This design comes from an exercise in tuning for small area on the open sky130 flow, not from production work.
RTL that was checked went through simulation tests only; none was proved equivalent to the original.
Only the layout flow was run in run 2; the RTL was not checked for function there.
Power is estimated from default activity; no workload was simulated.

==> flow/design.v <==
module TimeHandler (input CLK, Start, output reg [4:0] hour, output first);
    reg [9:0] s;
    wire wrap = s == 10'b1100011010;
    assign first = s == 10'b0;
    wire clr = Start | wrap;
    wire fb = s[0] ^ s[9];
    wire [9:0] nxt = {s[8:0], fb} ^ 10'b1010101010;
    wire h23 = hour[4] & hour[2] & hour[1] & hour[0];
    always @(posedge CLK) begin
        s <= clr ? 10'd0 : nxt;
        if (Start | (wrap & h23))
            hour <= 5'd0;
        else if (wrap)
            hour <= hour + 5'd1;
    end
endmodule
module Parking(input CLK, Start, car_entered, is_uni_car_entered, car_exited, is_uni_car_exited,
        output reg [9:0] uni_parked_car, output reg [9:0] parked_car, output [9:0] uni_vacated_space, output [9:0] vacated_space,
        output uni_is_vacated_space, is_vacated_space, output reg overflow_uni, overflow, rejected_uni, rejected, output [4:0] hour);
    wire first;
    TimeHandler th(CLK, Start, hour, first);
    wire h8_12 = hour >= 5'd8 && hour <= 5'd12;
    wire h9_13 = hour >= 5'd9 && hour <= 5'd13;
    wire h8 = hour == 5'd8, h13 = hour == 5'd13, h14 = hour == 5'd14, h15 = hour == 5'd15, h16 = hour == 5'd16;
    wire c200 = first ? h9_13 : h8_12;
    wire c250 = first ? h14 : h13;
    wire c300 = first ? h15 : h14;
    wire c350 = first ? h16 : h15;
    wire [9:0] cap  = c200 ? 10'd200 : c250 ? 10'd250 : c300 ? 10'd300 : c350 ? 10'd350 : 10'd500;
    wire [9:0] ucap = c200 ? 10'd500 : c250 ? 10'd450 : c300 ? 10'd400 : c350 ? 10'd350 : 10'd200;
    wire [10:0] bp, bu;
    assign bp[0] = 1'b0;
    assign bu[0] = 1'b0;
    genvar i;
    generate for (i = 0; i < 10; i = i + 1) begin : sub
        assign vacated_space[i] = cap[i] ^ parked_car[i] ^ bp[i];
        assign bp[i+1] = (~cap[i] & parked_car[i]) | (~(cap[i] ^ parked_car[i]) & bp[i]);
        assign uni_vacated_space[i] = ucap[i] ^ uni_parked_car[i] ^ bu[i];
        assign bu[i+1] = (~ucap[i] & uni_parked_car[i]) | (~(ucap[i] ^ uni_parked_car[i]) & bu[i]);
    end endgenerate
    assign is_vacated_space = |vacated_space;
    assign uni_is_vacated_space = |uni_vacated_space;
    wire ev8 = first & h8;
    wire ev13_15 = first & (h13 | h14 | h15);
    wire ev16 = first & h16;
    wire [9:0] ucap_new = h13 ? 10'd450 : h14 ? 10'd400 : h15 ? 10'd350 : 10'd200;
    wire [9:0] uv = uni_vacated_space;
    wire ovf = ev8 & (parked_car > 10'd200);
    wire ovf_u = (ev13_15 & (uv < 10'd50)) | (ev16 & (uv < 10'd150));
    wire free = ev8 ? (parked_car < 10'd200) : (ev13_15 | ev16) ? 1'b1 : is_vacated_space;
    wire ufree = ev8 ? 1'b1 : ev13_15 ? (uv > 10'd50) : ev16 ? (uv > 10'd150) : uni_is_vacated_space;
    wire p_nz = |parked_car;
    wire u_nz = |uni_parked_car;
    wire req_p_in = car_entered & ~is_uni_car_entered;
    wire req_u_in = car_entered & is_uni_car_entered;
    wire req_p_out = ~car_entered & car_exited & ~is_uni_car_exited;
    wire req_u_out = ~car_entered & car_exited & is_uni_car_exited;
    wire p_up = req_p_in & free, p_dn = req_p_out & p_nz;
    wire u_up = req_u_in & ufree, u_dn = req_u_out & u_nz;
    wire [10:0] tp, tu;
    assign tp[0] = p_up | p_dn;
    assign tu[0] = u_up | u_dn;
    wire [9:0] p_nxt, u_nxt;
    generate for (i = 0; i < 10; i = i + 1) begin : cnt
        assign p_nxt[i] = parked_car[i] ^ tp[i];
        assign tp[i+1] = tp[i] & (parked_car[i] ^ p_dn);
        assign u_nxt[i] = uni_parked_car[i] ^ tu[i];
        assign tu[i+1] = tu[i] & (uni_parked_car[i] ^ u_dn);
    end endgenerate
    always @(posedge CLK) begin
        if (Start) begin
            parked_car <= 10'd0;
            uni_parked_car <= 10'd0;
            overflow <= 1'b0;
            overflow_uni <= 1'b0;
            rejected <= 1'b0;
            rejected_uni <= 1'b0;
        end else begin
            overflow <= ovf;
            overflow_uni <= ovf_u;
            parked_car <= ovf ? (req_p_out ? 10'd199 : 10'd200) : p_nxt;
            uni_parked_car <= ovf_u ? (req_u_out ? ucap_new - 10'd1 : ucap_new) : u_nxt;
            if (req_p_in | req_p_out) rejected <= req_p_in ? ~free : ~p_nz;
            if (req_u_in | req_u_out) rejected_uni <= req_u_in ? ~ufree : ~u_nz;
        end
    end
endmodule
==> flow/run.sh <==
#!/bin/bash
# synth_recipe.tcl (not shown) runs the flow's synth.tcl, then flattens the netlist and writes it again
# the make line also repeats each setting of config.mk as NAME=value (left out here)
make -C /OpenROAD-flow-scripts/flow DESIGN_CONFIG=/design/flow/config.mk WORK_HOME=/design/flow/orfs CLKGATE_MAP_FILE= SYNTH_SCRIPT=/design/flow/synth_recipe.tcl finish
==> flow/config.mk <==
export PLATFORM = sky130hd
export DESIGN_NAME = Parking
export DESIGN_NICKNAME = Parking
export VERILOG_FILES = /design/flow/design.v
export SDC_FILE = /design/flow/constraint.sdc
export NUM_CORES = 4
export LEC_CHECK = 0
export CAP_MARGIN = 20
export CORE_MARGIN = 2
export CORE_UTILIZATION = 40
export SLEW_MARGIN = 20
==> flow/constraint.sdc <==
create_clock -name core_clock -period 25.0 [get_ports {CLK}]
set_input_delay 5.0000 -clock core_clock [delete_from_list [all_inputs] [get_ports {CLK}]]
set_output_delay 5.0000 -clock core_clock [all_outputs]
set_load 0.01 [all_outputs]
==> impl_metrics.py, run 1 <==
metrics = {
    "grt": {
        "overflow": 0,
        "grt_pass1_wl_mm": 13.5,
        "grt_pass1_vias": 2761,
        "met2_usage_pct": 30.6,
        "grt_max_degree": 35,
        "grt_use_met3_pct": 2.82,
        "top_usage_layer": "met2",
        "use_met1_pct": 28.0,
        "antenna_found_initial": 0,
        "grt_util_all_layers_pct": 19.5,
    },
    "logic_synthesis": {
        "synth_warnings": 2,
        "avgSynthCellArea_um2": 7.99,
        "synth_edf_count": 0,
        "synthCells": 397,
        "yosysSeqAreaShare_pct": 24.6,
        "synth.distinct_cells": 64,
        "syn_nets": 429,
        "ys_ff_latch": 39,
        "netlist_area_um2": 3170,
        "async_flop_share_pct": 0,
        "synth_flop_cell": "dfxtp_1",
    },
    "sta": {
        "grt_setup_unrepaired": "no",
        "tightest_slew_ns": 0.995,
        "period_needed_ns": 12.07,
        "fin_skew_ns": 0.00613,
        "finalSetupTns_ns": 0,
        "maxSlewViolCount": 0,
        "clock.fmax_ghz": 0.0828,
        "post-route-period-util_pct": 48.3,
        "slew_headroom_pct": 32.8,
        "hold_viol_final": 0,
        "setup_viol": 0,
    },
    "critical_path": {
        "critPathLaunchType": "register",
        "critPathRequiredTime_ns": 20.00,
        "end_kind": "output pin",
        "cp.arrival_ns": 7.07,
        "reg2reg_to": "uni_parked_car[2]",
        "path_max_fanout": 9,
        "crit_type": "reg2out",
        "r2r_start": "th.s[0]",
        "reg2regPathDepth": 25,
        "ff2ff_setup_slack_ns": 17.57,
    },
    "power_and_ir_drop": {
        "pwr_density_cell_nw_per_um2": 40.0,
        "p_leak_nw": 1.43,
        "irDropWorstVdd_mv": 0.0252,
    },
    "cts": {
        "cts.clk_slew.worst_paths_ns": 0.09,
        "postCtsSetupBuffers": 0,
        "worstSkewPairLatency_ns": 0.29,
        "clock_sinks": 39,
        "htreeDepth": 2,
        "cts_buffers": 5,
        "postCtsHoldBufs": 0,
        "cts_resized": 0,
        "clock_path_buffers": 2,
        "cts_root_buffer": "clkbuf_8",
        "cts_tree": "done",
    },
    "layout": {
        "fill_cells": 771,
        "fin_area_um2": 3910,
        "fin_util_pct": 50.8,
        "seqCellArea_um2": 781,
        "area_delta_synth_final_pct": 23.2,
        "diodes": 0,
        "final_cell_mix": "clkdlybuf4s50_1 (56), nor2_1 (39), dfxtp_1 (39)",
        "drive_gt1_share_pct": 6.61,
        "multi_input_area_um2": 2140,
        "layout_commonest_cell": "clkdlybuf4s50_1",
        "nets": 470,
    },
    "place": {
        "dp_hpwl_mm": 6.29,
        "place_congestion": 0.855,
        "post_dp_cell_area_um2": 3770,
        "numPortBuffers": 56,
    },
    "routing": {
        "antenna_left": 0,
        "dr.first_iter.drc_count": 163,
        "wl_per_cell_um": 15.2,
        "wl_mm": 8.21,
        "viasPerCell": 5.49,
        "route.detailed.drc": 0,
        "num_vias": 2972,
        "firstDrtPassIters": 4,
    },
    "run": {
        "drv_cap": 0,
    },
    "die": {
        "die_area_um2": 8660,
        "fp-row-count": 32,
        "core_um2": 7690,
        "start_util_pct": 41.3,
        "ioPinCount": 57,
        "die_y_um": 93.0,
        "die_w_um": 93.0,
    },
    "worst_hold_path": {
        "min_path_type": "reg2reg",
        "min_to": "th.s[9]",
        "hold_path_depth": 1,
        "hp-start": "th.s[8]",
    },
    "status": {
        "status": "complete, no violations",
    },
}
-- flip-flops by register name, indices dropped and copies added (netlist names) --
register,flops
overflow,1
th.hour,5
th.s,10
rejected,1
overflow_uni,1
rejected_uni,1
parked_car,10
uni_parked_car,10
-- where the power goes --
group	leakage [nW]	internal, W	switching, W	total (W)
Combinational	1.04	0.0000119	0.0000119	0.0000239
Sequential	0.318	0.0000641	0.00000289	0.0000670
Clock	0.0703	0.0000405	0.0000247	0.0000652
-- metal layers --
layer | part of all wire [%] | wire length (µm)
met5 | 0 | 0
met1 | 50 | 4130
met2 | 45 | 3650
met3 | 4.5 | 368
met4 | 0.74 | 61
-- worst max-delay path: stages (launching register included) --
cell and delay [ns]:
dfxtp_1 0.34, or4_4 0.55, nor4_2 0.66, a21oi_1 0.14, or3_1 0.45, o311ai_0 0.29, inv_1 0.13, fa_1 0.39
inv_1 0.07, fa_1 0.16, inv_1 0.05, fa_1 0.36, inv_1 0.09, fa_1 0.18, fa_1 0.16, inv_1 0.05
fa_1 0.38, fa_1 0.39, fa_1 0.45, or4b_2 0.60, or3_1 0.38, clkdlybuf4s50_1 0.49
-- kinds of logic after synthesis --
| group | after synthesis | share of synthesized area, % |
|---|---|---|
| simple gates | 157 | 27.1 |
| compound gates | 86 | 18.5 |
| buf+inv | 62 | 8.05 |
| flops | 39 | 24.6 |
| fa+ha+maj | 26 | 14.0 |
| xor+xnor | 21 | 5.80 |
| mux | 6 | 1.93 |
-- stage by stage --
stage	std cells	power [W]	hold WS [ns]	worst slack [ns]
floorplan	397	0.0000829	0.393	14.09
global placement	533	0.0000921	0.411	13.44
detailed placement	533	0.0000923	0.418	13.26
CTS	541	0.000157	0.431	12.93
global route	541	0.000163	0.444	12.62
finish	541	0.000156	0.429	12.93
-- how the worst max path moves through the flow --
stage               slack (ns)          endpoint  cells past startpoint       start
floorplan                14.09  is_vacated_space                     19     th.s[0]
global placement         13.44  is_vacated_space                     21     th.s[0]
detailed placement       13.26  is_vacated_space                     21     th.s[0]
CTS                      12.93  is_vacated_space                     21     th.s[0]
global route             12.62  is_vacated_space                     22  th.hour[0]
finish                   12.93  is_vacated_space                     21     th.s[0]
-- cell usage after synthesis, types with 8 or more instances --
| cell type | instances | area [µm²] |
|---|---|---|
| fa_1 | 16 | 320 |
| o21ai_0 | 16 | 80.1 |
| xnor2_1 | 19 | 166 |
| ha_1 | 10 | 125 |
| nor3_1 | 13 | 65.1 |
| a21oi_1 | 25 | 125 |
| nand3_1 | 12 | 60.1 |
| dfxtp_1 | 39 | 781 |
| nand2_1 | 25 | 93.8 |
| nor2_1 | 39 | 146 |
| inv_1 | 37 | 139 |
| and2_1 | 8 | 50.1 |
| clkbuf_1 | 21 | 78.8 |
-- cell type report --
| cell class | count | area share, % |
|---|---|---|
| flip-flops and latches | 39 | 20.0 |
| multi-input cells | 296 | 54.7 |
| inverters | 37 | 3.56 |
| repair buffers | 59 | 14.9 |
| clock inverters | 3 | 1.83 |
| well taps | 102 | 3.27 |
| clock buffers | 5 | 1.76 |
==> inputs of run 2 (changes only) <==
==> flow/design.v (replaced) <==
module TimeHandler #(parameter n = 700) (input CLK, Start, output reg [4:0]hour);
    reg [31:0] counter;
    reg [31:0] next_count;
    always @(posedge CLK) begin
        if (Start) begin
            hour <= 5'd0;
            counter <= 32'd0;
        end else begin
            next_count = counter + 1;
            if (next_count % n == 0) begin
                counter <= 32'd0;
                if (hour == 5'd23)
                    hour <= 5'd0;
                else
                    hour <= hour + 5'd1;
            end else begin
                counter <= next_count;
            end
        end
    end
endmodule
module Parking(input CLK, Start, car_entered, is_uni_car_entered, car_exited, is_uni_car_exited,
        output reg [9:0]uni_parked_car, output reg [9:0]parked_car, output reg[9:0]uni_vacated_space, output reg[9:0]vacated_space,
        output reg uni_is_vacated_space, is_vacated_space, overflow_uni, overflow, rejected_uni, rejected, output wire [4:0] hour);
        reg [9:0]uni_space;
        reg [9:0]space;
        reg [4:0]last_hour;
        TimeHandler #(700) th(CLK, Start, hour);
        always @(posedge CLK) begin
            overflow = 0;
            overflow_uni = 0;
            if (hour == 8 && last_hour != hour) begin
                space = 10'd200;
                uni_space = 10'd500;
                if (space < parked_car) begin
                    overflow = 1;
                    parked_car = space;
                    vacated_space = 0;
                    uni_vacated_space = uni_space - uni_parked_car;
                end else begin
                    vacated_space = space - parked_car;
                    uni_vacated_space = uni_space - uni_parked_car;
                end
            end else if (hour >= 13 && hour < 16 && last_hour != hour) begin
                space = space + 50;
                uni_space = uni_space - 50;
                if (uni_space < uni_parked_car) begin
                    overflow_uni = 1;
                    uni_parked_car = uni_space;
                    vacated_space = space - parked_car;
                    uni_vacated_space = 0;
                end else begin
                    vacated_space = space - parked_car;
                    uni_vacated_space = uni_space - uni_parked_car;
                end
            end else if (hour == 16 && last_hour != hour) begin
                space = 500;
                uni_space = 200;
                if (uni_space < uni_parked_car) begin
                    overflow_uni = 1;
                    uni_parked_car = uni_space;
                    vacated_space = space - parked_car;
                    uni_vacated_space = 0;
                end else begin
                    vacated_space = space - parked_car;
                    uni_vacated_space = uni_space - uni_parked_car;
                end
            end
            last_hour = hour;
            if (Start) begin
                last_hour = 0;
                uni_parked_car = 0;
                parked_car = 0;
                uni_vacated_space = 10'd200;
                vacated_space = 10'd500;
                space = 10'd500;
                uni_space = 10'd200;
                rejected = 0;
                overflow = 0;
                rejected_uni = 0;
                overflow_uni = 0;
            end else if (car_entered == 1) begin
                if (is_uni_car_entered) begin
                    if (uni_vacated_space == 0) begin
                        rejected_uni = 1;
                    end else begin
                        rejected_uni = 0;
                        uni_vacated_space = uni_vacated_space - 1;
                        uni_parked_car = uni_parked_car + 1;
                    end
                end else begin
                    if (vacated_space == 0) begin
                        rejected = 1;
                    end else begin
                        rejected = 0;
                        vacated_space = vacated_space - 1;
                        parked_car = parked_car + 1;
                    end
                end
            end else if (car_exited == 1) begin
                if (is_uni_car_exited) begin
                    if (uni_parked_car == 0) begin
                        rejected_uni = 1;
                    end else begin
                        rejected_uni = 0;
                        uni_vacated_space = uni_vacated_space + 1;
                        uni_parked_car = uni_parked_car - 1;
                    end
                end else begin
                    if (parked_car == 0) begin
                        rejected = 1;
                    end else begin
                        rejected = 0;
                        vacated_space = vacated_space + 1;
                        parked_car = parked_car - 1;
                    end
                end
            end
            uni_is_vacated_space = (uni_vacated_space != 0);
            is_vacated_space = (vacated_space != 0);
        end
endmodule
==> run 2 against run 1 <==
  * Synthesized cell count increased to 5.8 times the previous value
  * Fmax decreased by 48%
  * Sequential share of layout area decreased by 7.8 points
  * Utilization decreased by 7.6 points
  * Non-clock buffer count increased by 11
  * Worst hold slack improved by 0.031 ns
  * Largest cell class unchanged
  * Critical endpoint is now th.hour[4]
  * Final cell count increased to 5.2 times the previous value
  * Combinational power increased to 4.6 times the previous value
  * Global-route usage increased by 2.8 points
==> impl_metrics.py, run 2 <==
metrics = {
    "logic_synthesis": {
        "yosysTopAreaCell": "dfxtp_1",
        "synthCells": 2315,
        "avgSynthCellArea_um2": 7.20,
        "ys_ff_latch": 108,
        "yosysSeqAreaShare_pct": 13.0,
        "synth.area.top_cells": "dfxtp_1 (13%), xnor2_1 (7.4%), nor2_1 (5.8%)",
        "synthTopCellsByCount": "nor2_1 (256), nand2_1 (224), a21oi_1 (152), xnor2_1 (141), o21ai_0 (113)",
        "synth.distinct_cells": 165,
        "synth_warnings": 2,
        "yosys.area.top_type_share_pct": 13.0,
        "netlist_area_um2": 16700,
        "synth_most_common_cell": "nor2_1",
        "synth_flop_cell": "dfxtp_1",
        "synth_edf_count": 0,
        "async_flop_share_pct": 0,
        "syn_nets": 2359,
    },
    "layout": {
        "diodes": 0,
        "area_delta_synth_final_pct": 6.46,
        "nets": 2340,
        "multi_input_area_um2": 13600,
        "fill_cells": 4246,
        "final_cell_mix": "nor2_1 (256), nand2_1 (224), a21oi_1 (152)",
        "largest_reg_flops": 32,
        "regMostFlops": "th.counter",
        "layout_commonest_cell": "nor2_1",
        "seqCellArea_um2": 2160,
        "fin_area_um2": 17700,
        "drive_gt1_share_pct": 9.65,
    },
    "sta": {
        "maxSlewViolCount": 0,
        "setup_viol": 0,
        "post-route-period-util_pct": 92.1,
        "grt_setup_unrepaired": "no",
        "fin_ws_ns": 1.99,
        "hold_viol_final": 0,
        "slew_headroom_pct": 28.4,
        "finalSetupTns_ns": 0,
        "period_needed_ns": 23.01,
        "tightest_slew_ns": 1.07,
        "fin_skew_ns": 0.0197,
        "clock.fmax_ghz": 0.0435,
    },
    "cts": {
        "clock_path_buffers": 2,
        "cts.clk_slew.worst_paths_ns": 0.09,
        "postCtsHoldBufs": 0,
        "clock_sinks": 108,
        "htreeDepth": 3,
        "worstSkewPairLatency_ns": 0.38,
        "cts_buffers": 9,
        "postCtsSetupBuffers": 0,
        "cts_tree": "done",
        "cts_root_buffer": "clkbuf_16",
        "cts_resized": 0,
    },
    "die": {
        "fp-row-count": 74,
        "die_w_um": 208,
        "die_y_um": 208,
        "core_um2": 41000,
        "start_util_pct": 40.6,
        "ioPinCount": 57,
        "die_area_um2": 43300,
    },
    "grt": {
        "grt_pass1_wl_mm": 82.3,
        "overflow": 0,
        "grt_pass1_vias": 16100,
        "grt_max_degree": 67,
        "antenna_found_initial": 0,
        "grt_util_all_layers_pct": 22.3,
    },
    "place": {
        "numPortBuffers": 56,
        "dp_hpwl_mm": 38.9,
        "place_congestion": 0.929,
        "post_dp_cell_area_um2": 17400,
        "pre_cts_ws_ns": 2.17,
    },
    "critical_path": {
        "end_kind": "register",
        "crit_type": "reg2reg",
        "r2r_start": "th.counter[6]",
        "slowest_stage": "nor4_1",
        "cp-startpoint": "th.counter[6]",
        "critPathRequiredTime_ns": 25.30,
        "path_max_fanout": 15,
        "slowest_delay_ns": 0.86,
        "critPathLaunchType": "register",
        "cp.arrival_ns": 23.31,
    },
    "power_and_ir_drop": {
        "pwr_density_cell_nw_per_um2": 26.6,
        "p_leak_nw": 6.17,
        "irDropWorstVdd_mv": 0.0298,
    },
    "routing": {
        "dr.first_iter.drc_count": 1602,
        "wl_per_cell_um": 17.8,
        "num_vias": 17700,
        "wl_mm": 50.3,
        "antenna_left": 0,
        "firstDrtPassIters": 7,
        "viasPerCell": 6.25,
        "route.detailed.drc": 0,
    },
    "status": {
        "status": "complete, no violations",
    },
    "worst_hold_path": {
        "min_path_type": "reg2reg",
        "hp-start": "space[0]",
    },
    "run": {
        "drv_cap": 0,
    },
}
-- run 2: kinds of logic after synthesis --
group           after synthesis  share of synthesized area [%]
compound gates              771                           34.8
simple gates                973                           29.9
flops                       108                           13.0
xor+xnor                    205                           11.2
buf+inv                     178                           5.44
mux                          33                           2.15
fa+ha+maj                    47                           3.49
-- run 2: worst max-delay path: cells and delay by family, from the launching register on --
family,cells,cell delay (ns)
flops,1,0.46
simple gates,18,6.69
mux,3,1.46
xor+xnor,4,1.39
compound gates,45,12.91
-- run 2: layer usage --
| layer | track usage [%] | up-vias | wire length, µm |
|---|---|---|---|
| li1 | - | 8684 | - |
| met5 | 0 | - | 0 |
| met2 | 35.4 | 521 | 22300 |
| met4 | 4.49 | 0 | 610 |
| met3 | 3.00 | 55 | 2840 |
| met1 | 32.1 | 8440 | 24600 |
-- run 2: path summary, 6_finish.rpt --
path | cells past startpoint | to | slack, ns
worst max-delay path | 70 | th.hour[4] | 1.99
worst min-delay path | 2 | space[0] | 0.46
worst max register to register | 70 | th.hour[4] | 1.99
worst min register to register | 2 | space[0] | 0.46
-- run 2: layout make-up --
type | count | share of cell area, %
Clock buffer | 10 | 1.29
Sequential cell | 108 | 12.2
Inverter | 78 | 1.65
Multi-Input combinational cell | 2029 | 76.8
Timing Repair Buffer | 70 | 3.72
Tap cell | 532 | 3.75
Clock inverter | 6 | 0.628
-- run 2: power by group --
group	internal [W]	switching [W]
sequential	0.000178	0.0000102
clock	0.0000983	0.0000737
combinational	0.0000455	0.0000651
-- run 2: stage by stage --
step           hold slack, ns  total power [W]  std cells  util, %
6_report                0.460         0.000471       2833     43.3
5_1_grt                 0.488         0.000492       2833     43.3
4_1_cts                 0.457         0.000473       2833     43.2
3_5_place_dp            0.444         0.000300       2817     42.4
3_3_place_gp            0.440         0.000299       2817     42.4
2_1_floorplan           0.428         0.000265       2315        -

-- separate check: timing with driven ports --
In the flow no input, the clock included, has a driving cell. The finished layouts below were timed again as built, in two steps. Step 1 assumes that a clkbuf_16 drives the clock port and a buf_2 every other input. Step 2 also shifts input and output timing later by t, the mid clock arrival at the registers, as if the neighbouring blocks saw the same clock. Slacks: ideal / step 1 / step 2; pairs: ideal / step 1.
| run | t, ns | setup WS [ns] | latest minus earliest clock arrival (ns) | worst data-port slew with drivers (ns) |
|---|---|---|---|---|
| run 1 | 0.325 | 12.928 / 12.896 / 13.220 | 0.007 / 0.007 | 0.03 |
| run 2 | 0.429 | 1.986 / 1.986 / 1.986 | 0.020 / 0.020 | 0.03 |
After both steps every run listed still meets setup and hold.
